This design comes from an exercise in tuning for small area on the open sky130 flow, not from production work. In this exercise RTL edits were held to simulation tests only and were not proved equivalent to the original.

==> wip/xenon <==
## disp
module disp(
        input [31:0] val,
        input clk,
        input rst,
        output [3:0] digit_sel,
        output [7:0] seg
  );
make LEC_CHECK=0 ABC_AREA=0 CAP_MARGIN=20 CORE_MARGIN=2 CORE_UTILIZATION=40 CTS_BUF_LIST=sky130_fd_sc_hd__clkbuf_4 SLEW_MARGIN=20 SYNTH_HIERARCHICAL=1 SYNTH_MINIMUM_KEEP_SIZE=0 finish   # period 250.0 ns
run.sh (not shown) runs the stock make flow with config.mk's settings and CLKGATE_MAP_FILE= SYNTH_SCRIPT=/design/flow/synth_recipe.tcl, a recipe that flattens the netlist after the stock synthesis.
==> wip/yarrow: changes against wip/xenon <==
==> flow/flow/run.sh (new file) <==
#!/bin/bash
# Layout flow: the standard flow (standard.sh) with two changes:
# - synthesis maps the logic with the area-oriented ABC script flow/abc_map.script in place
#   of ORFS's delay-oriented abc_speed.script (registers are mapped as in the standard
#   synthesis);
# - every input and output port is buffered with sky130_fd_sc_hd__buf_1 instead of the
#   default buffer cell that buffer_ports picks.
# Each step's output goes to synth.log and layout.log here, and ORFS's own logs to orfs/logs.
set -euo pipefail
W=$(pwd)
rm -rf "$W/scripts_area"
cp -r "$FLOW_HOME/scripts" "$W/scripts_area"
cp "$W/flow/abc_map.script" "$W/scripts_area/abc_speed.script"
bash standard.sh SCRIPTS_DIR="$W/scripts_area" synth > "$W/synth.log" 2>&1
bash standard.sh BUFFER_PORTS_ARGS="-buffer_cell sky130_fd_sc_hd__buf_1" CTS_ARGS="-buf_list sky130_fd_sc_hd__clkbuf_4 -root_buf sky130_fd_sc_hd__clkbuf_4 -sink_clustering_enable -sink_clustering_size 16 -sink_clustering_max_diameter 500 -repair_clock_nets" > "$W/layout.log" 2>&1
==> flow/flow/abc_map.script (new file) <==
strash
&get -n
&dch -f
&nf -a -R 1000
&put
strash
&get -n
&dch -f
&nf -a -R 1000
&put
topo
==> flow/standard.sh (new file) <==
#!/bin/bash
# synth_recipe.tcl (not shown) runs the flow's synth.tcl, then flattens the netlist and writes it again
# the make line also repeats each setting of config.mk as NAME=value (left out here)
make -C /OpenROAD-flow-scripts/flow DESIGN_CONFIG=/design/flow/config.mk WORK_HOME=/design/flow/orfs CLKGATE_MAP_FILE= SYNTH_SCRIPT=/design/flow/synth_recipe.tcl "${@:-finish}"
removed: flow/run.sh
==> wip/harbor: changes against wip/xenon <==
==> flow/flow/run.sh (new file) <==
#!/bin/bash
# Layout flow: the standard flow (standard.sh) with two changes:
# - synthesis maps the logic with the area-oriented ABC script flow/abc_map.script in place
#   of ORFS's delay-oriented abc_speed.script (registers are mapped as in the standard
#   synthesis);
# - every input and output port is buffered with sky130_fd_sc_hd__buf_1 instead of the
#   default buffer cell that buffer_ports picks.
# Each step's output goes to synth.log and layout.log here, and ORFS's own logs to orfs/logs.
set -euo pipefail
W=$(pwd)
rm -rf "$W/scripts_area"
cp -r "$FLOW_HOME/scripts" "$W/scripts_area"
cp "$W/flow/abc_map.script" "$W/scripts_area/abc_speed.script"
bash standard.sh SCRIPTS_DIR="$W/scripts_area" synth > "$W/synth.log" 2>&1
bash standard.sh BUFFER_PORTS_ARGS="-buffer_cell sky130_fd_sc_hd__buf_1" > "$W/layout.log" 2>&1
==> flow/flow/abc_map.script (new file) <==
strash
&get -n
&dch -f
&nf -a -R 1000
&put
strash
&get -n
&dch -f
&nf -a -R 1000
&put
topo
==> flow/standard.sh (new file) <==
#!/bin/bash
# synth_recipe.tcl (not shown) runs the flow's synth.tcl, then flattens the netlist and writes it again
# the make line also repeats each setting of config.mk as NAME=value (left out here)
make -C /OpenROAD-flow-scripts/flow DESIGN_CONFIG=/design/flow/config.mk WORK_HOME=/design/flow/orfs CLKGATE_MAP_FILE= SYNTH_SCRIPT=/design/flow/synth_recipe.tcl "${@:-finish}"
removed: flow/run.sh
==> summary.txt <==
Of wip/xenon and wip/yarrow, wip/xenon has the higher clock skew (gap 0.52 ps).
In wip/harbor the worst setup slack is higher than in wip/xenon, by 540 ps.
Synthesized cell count is the same in wip/yarrow and wip/xenon.
In wip/harbor the maximum frequency is larger than in wip/xenon, by about 0.45%.
Critical path depth is the same in wip/harbor and wip/yarrow.
==> figures <==
| item | wip/xenon | wip/harbor | wip/yarrow |
|---|---|---|---|
| Status | no timing/DRC/antenna violations | no timing/DRC/antenna violations | no timing/DRC/antenna violations |
| Placed standard-cell area | 3289 um2 | 2743 um2 | 2743 um2 |
| Cell variety after synth | 40 | 26 | 26 |
| Simple logic cell fraction of the synthesized area | 13.97% | 21.41% | 21.41% |
| Adder and majority cell fraction of the synthesized area | 37.18% | 40.49% | 40.49% |
| Placed Cells | 434 | 417 | 417 |
| Num tapcells | 96 | 77 | 77 |
| Met3 usage | 0.8483% | 0.2950% | 0.2950% |
| Ratio of final minimum period to clock period | 47.54% | 47.33% | 47.33% |
| Clk cell area share | 0.7925% | 0.8145% | 0.8145% |
| Die area | 7764 um2 | 7085 um2 | 7085 um2 |
| Area occupied by multi-input gates | 2399 um2 | 2230 um2 | 2230 um2 |

========
==> build 10 <==
Another version of the RTL of disp (not shown whole).
Settings: LEC_CHECK=0, ABC_AREA=0, CAP_MARGIN=20, CORE_MARGIN=2, CORE_UTILIZATION=40, SLEW_MARGIN=20, SYNTH_HIERARCHICAL=1, SYNTH_MINIMUM_KEEP_SIZE=0; clock period 250.0 ns.
standard.sh (not shown) runs the stock make flow with config.mk's settings and CLKGATE_MAP_FILE= SYNTH_SCRIPT=/design/flow/synth_recipe.tcl, a recipe that flattens the netlist after the stock synthesis.
==> flow/flow/run.sh <==
#!/bin/bash
# Layout flow: the standard flow (standard.sh), except that synthesis maps the logic
# with an area-oriented ABC script (flow/abc_map.script: strash; dch; map -a) in place of
# ORFS's delay-oriented abc_speed.script.  Everything else, registers included, is the
# standard synthesis and layout.
set -euo pipefail
W=$(pwd)
rm -rf "$W/scripts_area"
cp -r "$FLOW_HOME/scripts" "$W/scripts_area"
cp "$W/flow/abc_map.script" "$W/scripts_area/abc_speed.script"
bash standard.sh SCRIPTS_DIR="$W/scripts_area" synth > "$W/synth.log" 2>&1
bash standard.sh > "$W/layout.log" 2>&1
==> flow/flow/abc_map.script <==
strash
dch
map -a
topo
==> inputs of trial 5, as changes to build 10 <==
==> flow/run.sh (new file) <==
#!/bin/bash
# synth_recipe.tcl (not shown) runs the flow's synth.tcl, then flattens the netlist and writes it again
# the make line also repeats each setting of config.mk as NAME=value (left out here)
make -C /OpenROAD-flow-scripts/flow DESIGN_CONFIG=/design/flow/config.mk WORK_HOME=/design/flow/orfs CLKGATE_MAP_FILE= SYNTH_SCRIPT=/design/flow/synth_recipe.tcl finish
removed: flow/flow/run.sh
removed: flow/flow/abc_map.script
removed: flow/standard.sh
==> inputs of trial 71, as changes to build 10 <==
--- a/flow/flow/run.sh
+++ b/flow/flow/run.sh
@@ -11,2 +11,2 @@
 bash standard.sh SCRIPTS_DIR="$W/scripts_area" synth > "$W/synth.log" 2>&1
-bash standard.sh > "$W/layout.log" 2>&1
+bash standard.sh BUFFER_PORTS_ARGS="-buffer_cell sky130_fd_sc_hd__buf_1" > "$W/layout.log" 2>&1
==> summary.txt <==
Between trial 5 and trial 71, the lower register-to-register slack is in trial 71 (gap 0.16 ns).
In trial 5 the hold slack is higher than in build 10, by 0.0020 ns.
In build 10 the final area is larger than in trial 71, by about 9%.
Utilization, highest first: build 10, trial 5, trial 71.
In critical path depth, trial 5 and build 10 do not differ.
Trial 71 completed without violations. Build 10 completed without violations. Trial 5 completed without violations.
The highest cell count belongs to build 10, the lowest to trial 5.
In flip-flop and latch count, trial 5 and trial 71 do not differ.
==> figures <==
                                                         trial 5    trial 71    build 10
Total global-route track usage                            15.37%      16.31%      15.70%
Final period utilization                                  46.57%      46.25%      46.56%
Pin count of the biggest net entering global routing          19          11          11
Core outline area                                       7647 um2    7137 um2    7137 um2
Total Wirelength                                         5883 um     5822 um     5784 um
GR Util met1                                              21.02%      20.57%      20.21%
Floorplan die height                                    92.29 um    89.06 um    89.06 um
Chip width                                              92.29 um    89.06 um    89.06 um
Non-filler instance count after layout                       472         496         497
Die Area                                                8517 um2    7932 um2    7932 um2
Run status                      no timing/DRC/antenna violations  no timing/DRC/antenna violations  no timing/DRC/antenna violations
Met2 track utilization from global routing                27.51%      31.82%      30.05%
Via count of the first global-routing pass                 2,526       2,507       2,415
Final worst-path setup slack                           133.56 ns   134.39 ns   133.61 ns
Clk tree area frac                                        1.140%      1.321%      1.612%
Core occupancy in the finished layout                     47.35%      43.81%      47.86%

========
==> inputs of ember <==
Another version of the RTL of disp (not shown whole).
==> module sumtree, before the edit <==
module sumtree(input [24:0] y, output [6:0] S);
  wire t1, t2;
  fadd at1(.a(y[0]), .b(y[7]), .c(y[14]), .s(t1), .co(t2));
  wire t3, t4;
  fadd at3(.a(y[1]), .b(y[7]), .c(y[8]), .s(t3), .co(t4));
  wire t5, t6;
  fadd at5(.a(y[15]), .b(t2), .c(t3), .s(t5), .co(t6));
  wire t7, t8;
  fadd at7(.a(y[2]), .b(y[8]), .c(y[9]), .s(t7), .co(t8));
  wire t9, t10;
  fadd at9(.a(y[16]), .b(t4), .c(t6), .s(t9), .co(t10));
  wire t11, t12;
  fadd at11(.a(y[3]), .b(y[9]), .c(y[10]), .s(t11), .co(t12));
  wire t13, t14;
  fadd at13(.a(y[14]), .b(y[17]), .c(t8), .s(t13), .co(t14));
  wire t15, t16;
  fadd at15(.a(t10), .b(t11), .c(t13), .s(t15), .co(t16));
  wire t17, t18;
  fadd at17(.a(y[4]), .b(y[10]), .c(y[11]), .s(t17), .co(t18));
  wire t19, t20;
  fadd at19(.a(y[15]), .b(y[18]), .c(t12), .s(t19), .co(t20));
  wire t21, t22;
  fadd at21(.a(t14), .b(t16), .c(t17), .s(t21), .co(t22));
  wire t23, t24;
  fadd at23(.a(y[5]), .b(y[11]), .c(y[12]), .s(t23), .co(t24));
  wire t25, t26;
  fadd at25(.a(y[16]), .b(y[19]), .c(y[23]), .s(t25), .co(t26));
  wire t27, t28;
  fadd at27(.a(t18), .b(t20), .c(t22), .s(t27), .co(t28));
  wire t29, t30;
  fadd at29(.a(t23), .b(t25), .c(t27), .s(t29), .co(t30));
  wire t31, t32;
  fadd at31(.a(y[6]), .b(y[12]), .c(y[13]), .s(t31), .co(t32));
  wire t33, t34;
  fadd at33(.a(y[17]), .b(y[20]), .c(y[23]), .s(t33), .co(t34));
  wire t35, t36;
  fadd at35(.a(y[24]), .b(t24), .c(t26), .s(t35), .co(t36));
  wire t37, t38;
  fadd at37(.a(t28), .b(t30), .c(t31), .s(t37), .co(t38));
  wire t39, t40;
  fadd at39(.a(t33), .b(t35), .c(t37), .s(t39), .co(t40));
  wire t41, t42;
  fadd at41(.a(y[13]), .b(y[18]), .c(y[21]), .s(t41), .co(t42));
  wire t43, t44;
  fadd at43(.a(y[24]), .b(t32), .c(t34), .s(t43), .co(t44));
  wire t45, t46;
  fadd at45(.a(t36), .b(t38), .c(t40), .s(t45), .co(t46));
  wire t47, t48;
  fadd at47(.a(t41), .b(t43), .c(t45), .s(t47), .co(t48));
  wire t49, t50;
  fadd at49(.a(y[19]), .b(y[22]), .c(t42), .s(t49), .co(t50));
  wire t51, t52;
  fadd at51(.a(t44), .b(t46), .c(t48), .s(t51), .co(t52));
  wire t53, t54;
  fadd at53(.a(y[20]), .b(y[23]), .c(t50), .s(t53), .co(t54));
  wire t55, t56;
  fadd at55(.a(y[21]), .b(y[24]), .c(t54), .s(t55), .co(t56));
  wire t57, t58;
  fadd at57(.a(t5), .b(t47), .c(t49), .s(t57), .co(t58));
  wire t59, t60;
  fadd at59(.a(t7), .b(t9), .c(t49), .s(t59), .co(t60));
  wire t61, t62;
  fadd at61(.a(t51), .b(t52), .c(t53), .s(t61), .co(t62));
  wire t63, t64;
  fadd at63(.a(t58), .b(t59), .c(t61), .s(t63), .co(t64));
  wire t65, t66;
  fadd at65(.a(t15), .b(t52), .c(t53), .s(t65), .co(t66));
  wire t67, t68;
  fadd at67(.a(t55), .b(t60), .c(t62), .s(t67), .co(t68));
  wire t69, t70;
  fadd at69(.a(t64), .b(t65), .c(t67), .s(t69), .co(t70));
  wire t71, t72;
  fadd at71(.a(t19), .b(t21), .c(t55), .s(t71), .co(t72));
  wire t73, t74;
  fadd at73(.a(y[22]), .b(t56), .c(t66), .s(t73), .co(t74));
  wire t75, t76;
  fadd at75(.a(t68), .b(t70), .c(t71), .s(t75), .co(t76));
  wire t77, t78;
  fadd at77(.a(t29), .b(y[22]), .c(t56), .s(t77), .co(t78));
  wire t79, t80;
  fadd at79(.a(t72), .b(t74), .c(t76), .s(t79), .co(t80));
  wire t81, t82;
  fadd at81(.a(t39), .b(t78), .c(t80), .s(t81), .co(t82));
  wire t83, t84;
  fadd at83(.a(t1), .b(t47), .c(t82), .s(t83), .co(t84));
  wire t85, t86;
  fadd at85(.a(t51), .b(t57), .c(t82), .s(t85), .co(t86));
  wire t87, t88;
  hadd at87(.a(t84), .b(t85), .s(t87), .co(t88));
  wire t89, t90;
  fadd at89(.a(t63), .b(t86), .c(t88), .s(t89), .co(t90));
  wire t91, t92;
  hadd at91(.a(t69), .b(t90), .s(t91), .co(t92));
  wire t93, t94;
  fadd at93(.a(t73), .b(t75), .c(t92), .s(t93), .co(t94));
  wire t95, t96;
  fadd at95(.a(t77), .b(t79), .c(t94), .s(t95), .co(t96));
  wire t97, t98;
  hadd at97(.a(t81), .b(t96), .s(t97), .co(t98));
  wire t99, t100;
  hadd at99(.a(t83), .b(t98), .s(t99), .co(t100));
  wire t101, t102;
  fadd at101(.a(t87), .b(t98), .c(t100), .s(t101), .co(t102));
  wire t103, t104;
  hadd at103(.a(t89), .b(t102), .s(t103), .co(t104));
  wire t105, t106;
  hadd at105(.a(t91), .b(t104), .s(t105), .co(t106));
  wire t107, t108;
  hadd at107(.a(t93), .b(t106), .s(t107), .co(t108));
  wire t109, t110;
  hadd at109(.a(t95), .b(t108), .s(t109), .co(t110));
  wire t111, t112;
  hadd at111(.a(t97), .b(t110), .s(t111), .co(t112));
  assign S = {t111, t109, t107, t105, t103, t101, t99};
endmodule
==> flow/config.mk <==
export PLATFORM = sky130hd
export DESIGN_NAME = disp
export DESIGN_NICKNAME = disp
export VERILOG_FILES = /design/flow/design.v
export SDC_FILE = /design/flow/constraint.sdc
export NUM_CORES = 4
export LEC_CHECK = 0
export ABC_AREA = 0
export CAP_MARGIN = 20
export CORE_MARGIN = 2
export CORE_UTILIZATION = 40
export CTS_BUF_LIST = sky130_fd_sc_hd__clkbuf_4
export SLEW_MARGIN = 20
export SYNTH_HIERARCHICAL = 1
export SYNTH_MINIMUM_KEEP_SIZE = 0
==> flow/constraint.sdc <==
create_clock -name core_clock -period 250.0 [get_ports {clk}]
set_input_delay 50.0000 -clock core_clock [delete_from_list [all_inputs] [get_ports {clk}]]
set_output_delay 50.0000 -clock core_clock [all_outputs]
set_load 0.01 [all_outputs]
run.sh (not shown) runs the stock make flow with config.mk's settings and CLKGATE_MAP_FILE= SYNTH_SCRIPT=/design/flow/synth_recipe.tcl, a recipe that flattens the netlist after the stock synthesis.
Stock flow here: none of the scripts above is used.
==> inputs of cedar, as changes to ember <==
==> flow/flow/run.sh (new file) <==
#!/bin/bash
# Layout flow: the standard flow (standard.sh) with two changes:
# - synthesis maps the logic with the area-oriented ABC script flow/abc_map.script in place
#   of ORFS's delay-oriented abc_speed.script (registers are mapped as in the standard
#   synthesis);
# - every input and output port is buffered with sky130_fd_sc_hd__buf_1 instead of the
#   default buffer cell that buffer_ports picks.
# Each step's output goes to synth.log and layout.log here, and ORFS's own logs to orfs/logs.
set -euo pipefail
W=$(pwd)
rm -rf "$W/scripts_area"
cp -r "$FLOW_HOME/scripts" "$W/scripts_area"
cp "$W/flow/abc_map.script" "$W/scripts_area/abc_speed.script"
bash standard.sh SCRIPTS_DIR="$W/scripts_area" synth > "$W/synth.log" 2>&1
bash standard.sh BUFFER_PORTS_ARGS="-buffer_cell sky130_fd_sc_hd__buf_1" > "$W/layout.log" 2>&1
==> flow/flow/abc_map.script (new file) <==
strash
&get -n
&dch -f
&nf -a -R 1000
&put
topo
==> flow/standard.sh (new file) <==
#!/bin/bash
# synth_recipe.tcl (not shown) runs the flow's synth.tcl, then flattens the netlist and writes it again
# the make line also repeats each setting of config.mk as NAME=value (left out here)
make -C /OpenROAD-flow-scripts/flow DESIGN_CONFIG=/design/flow/config.mk WORK_HOME=/design/flow/orfs CLKGATE_MAP_FILE= SYNTH_SCRIPT=/design/flow/synth_recipe.tcl "${@:-finish}"
removed: flow/run.sh
==> inputs of zinc, as changes to ember <==
--- a/flow/design.v
+++ b/flow/design.v
@@ -208,7 +208,5 @@
   wire t109, t110;
   hadd at109(.a(t95), .b(t108), .s(t109), .co(t110));
-  wire t111, t112;
-  hadd at111(.a(t97), .b(t110), .s(t111), .co(t112));
-  assign S = {t111, t109, t107, t105, t103, t101, t99};
+  assign S = {t97, t109, t107, t105, t103, t101, t99};
 endmodule
 module dabble(input [6:0] S, input [6:1] v, output [2:0] gu, output [2:0] gt, output bt, output [2:0] gh, output bh, output [3:0] th);
==> flow/flow/run.sh (new file) <==
#!/bin/bash
# Layout flow: the standard flow (standard.sh) with two changes:
# - synthesis maps the logic with the area-oriented ABC script flow/abc_map.script in place
#   of ORFS's delay-oriented abc_speed.script (registers are mapped as in the standard
#   synthesis);
# - every input and output port is buffered with sky130_fd_sc_hd__buf_1 instead of the
#   default buffer cell that buffer_ports picks.
# Each step's output goes to synth.log and layout.log here, and ORFS's own logs to orfs/logs.
set -euo pipefail
W=$(pwd)
rm -rf "$W/scripts_area"
cp -r "$FLOW_HOME/scripts" "$W/scripts_area"
cp "$W/flow/abc_map.script" "$W/scripts_area/abc_speed.script"
bash standard.sh SCRIPTS_DIR="$W/scripts_area" synth > "$W/synth.log" 2>&1
bash standard.sh BUFFER_PORTS_ARGS="-buffer_cell sky130_fd_sc_hd__buf_1" > "$W/layout.log" 2>&1
==> flow/flow/abc_map.script (new file) <==
strash
&get -n
&dch -f
&nf -a -R 1000
&put
topo
==> flow/standard.sh (new file) <==
#!/bin/bash
# synth_recipe.tcl (not shown) runs the flow's synth.tcl, then flattens the netlist and writes it again
# the make line also repeats each setting of config.mk as NAME=value (left out here)
make -C /OpenROAD-flow-scripts/flow DESIGN_CONFIG=/design/flow/config.mk WORK_HOME=/design/flow/orfs CLKGATE_MAP_FILE= SYNTH_SCRIPT=/design/flow/synth_recipe.tcl "${@:-finish}"
removed: flow/run.sh
==> flow_metrics.tcl <==
set metrics [dict create \
    fmax_mhz 8.42 \
    r2r_cells 4 \
    grtUsageMet3_pct 1.26 \
    yosys-top-cells-area "fa_1 (36%), dfxtp_1 (9.1%), o211ai_1 (6.6%), a31oi_1 (5.9%), o21ai_0 (5.5%)" \
    synth-compound-area-share_pct 30.0 \
    placementRows 29 \
    period_share_pct 47.5 \
    status "no timing/DRC/antenna violations" \
    post-place-ws_ns 131.20 \
    multi_input_comb_area_sq_um 2300 \
]
That was cedar.
==> flow_metrics.tcl <==
set metrics [dict create \
    grtUsageMet3_pct 1.32 \
    status "no timing/DRC/antenna violations" \
    placementRows 30 \
    fmax_mhz 8.39 \
    yosys-top-cells-area "fa_1 (33%), dfxtp_1 (8.5%), mux2i_1 (8.5%), o211ai_1 (5.8%), a31oi_1 (4.9%)" \
    r2r_cells 3 \
]
That was ember.
==> flow_metrics.tcl <==
set metrics [dict create \
    period_share_pct 47.3 \
    synth-compound-area-share_pct 30.2 \
    multi_input_comb_area_sq_um 2290 \
    r2r_cells 4 \
    status "no timing/DRC/antenna violations" \
    placementRows 29 \
    fin_util_pct 44.4 \
]
That was zinc.

[port drivers added, routing unchanged]
No port has a modelled driver above. Below, the same layouts with a new extraction and two added sets of constraints.
Step 1 sets driving cells, clkbuf_16 on the clock port and buf_2 on the other inputs (assumed; they add their load-dependent delay and slew).
Step 2 times the ports against the registers' clock, not the clock port: input delays grow and output delays shrink by t, the midpoint of the rising clock arrivals with the driver on.
a / b / c = ideal ports / drivers / drivers and shift; a / b = the first two.
run	t (ns)	setup WS [ns]	hold slack, ns
wip/xenon	0.280	131.141 / 131.116 / 131.116	0.402 / 0.402 / 0.402
wip/yarrow	0.271	131.678 / 131.652 / 131.652	0.392 / 0.392 / 0.392
wip/harbor	0.271	131.678 / 131.652 / 131.652	0.392 / 0.392 / 0.392
build 10	0.257	133.605 / 133.581 / 133.581	0.384 / 0.384 / 0.384
trial 5	0.256	133.564 / 133.540 / 133.540	0.386 / 0.386 / 0.386
trial 71	0.257	134.385 / 134.359 / 134.359	0.387 / 0.387 / 0.387
ember	0.283	130.827 / 130.803 / 130.803	0.405 / 0.405 / 0.405
cedar	0.284	131.219 / 131.198 / 131.198	0.389 / 0.389 / 0.389
zinc	0.279	131.640 / 131.619 / 131.619	0.387 / 0.387 / 0.387
After both steps setup and hold are still met in every run listed.
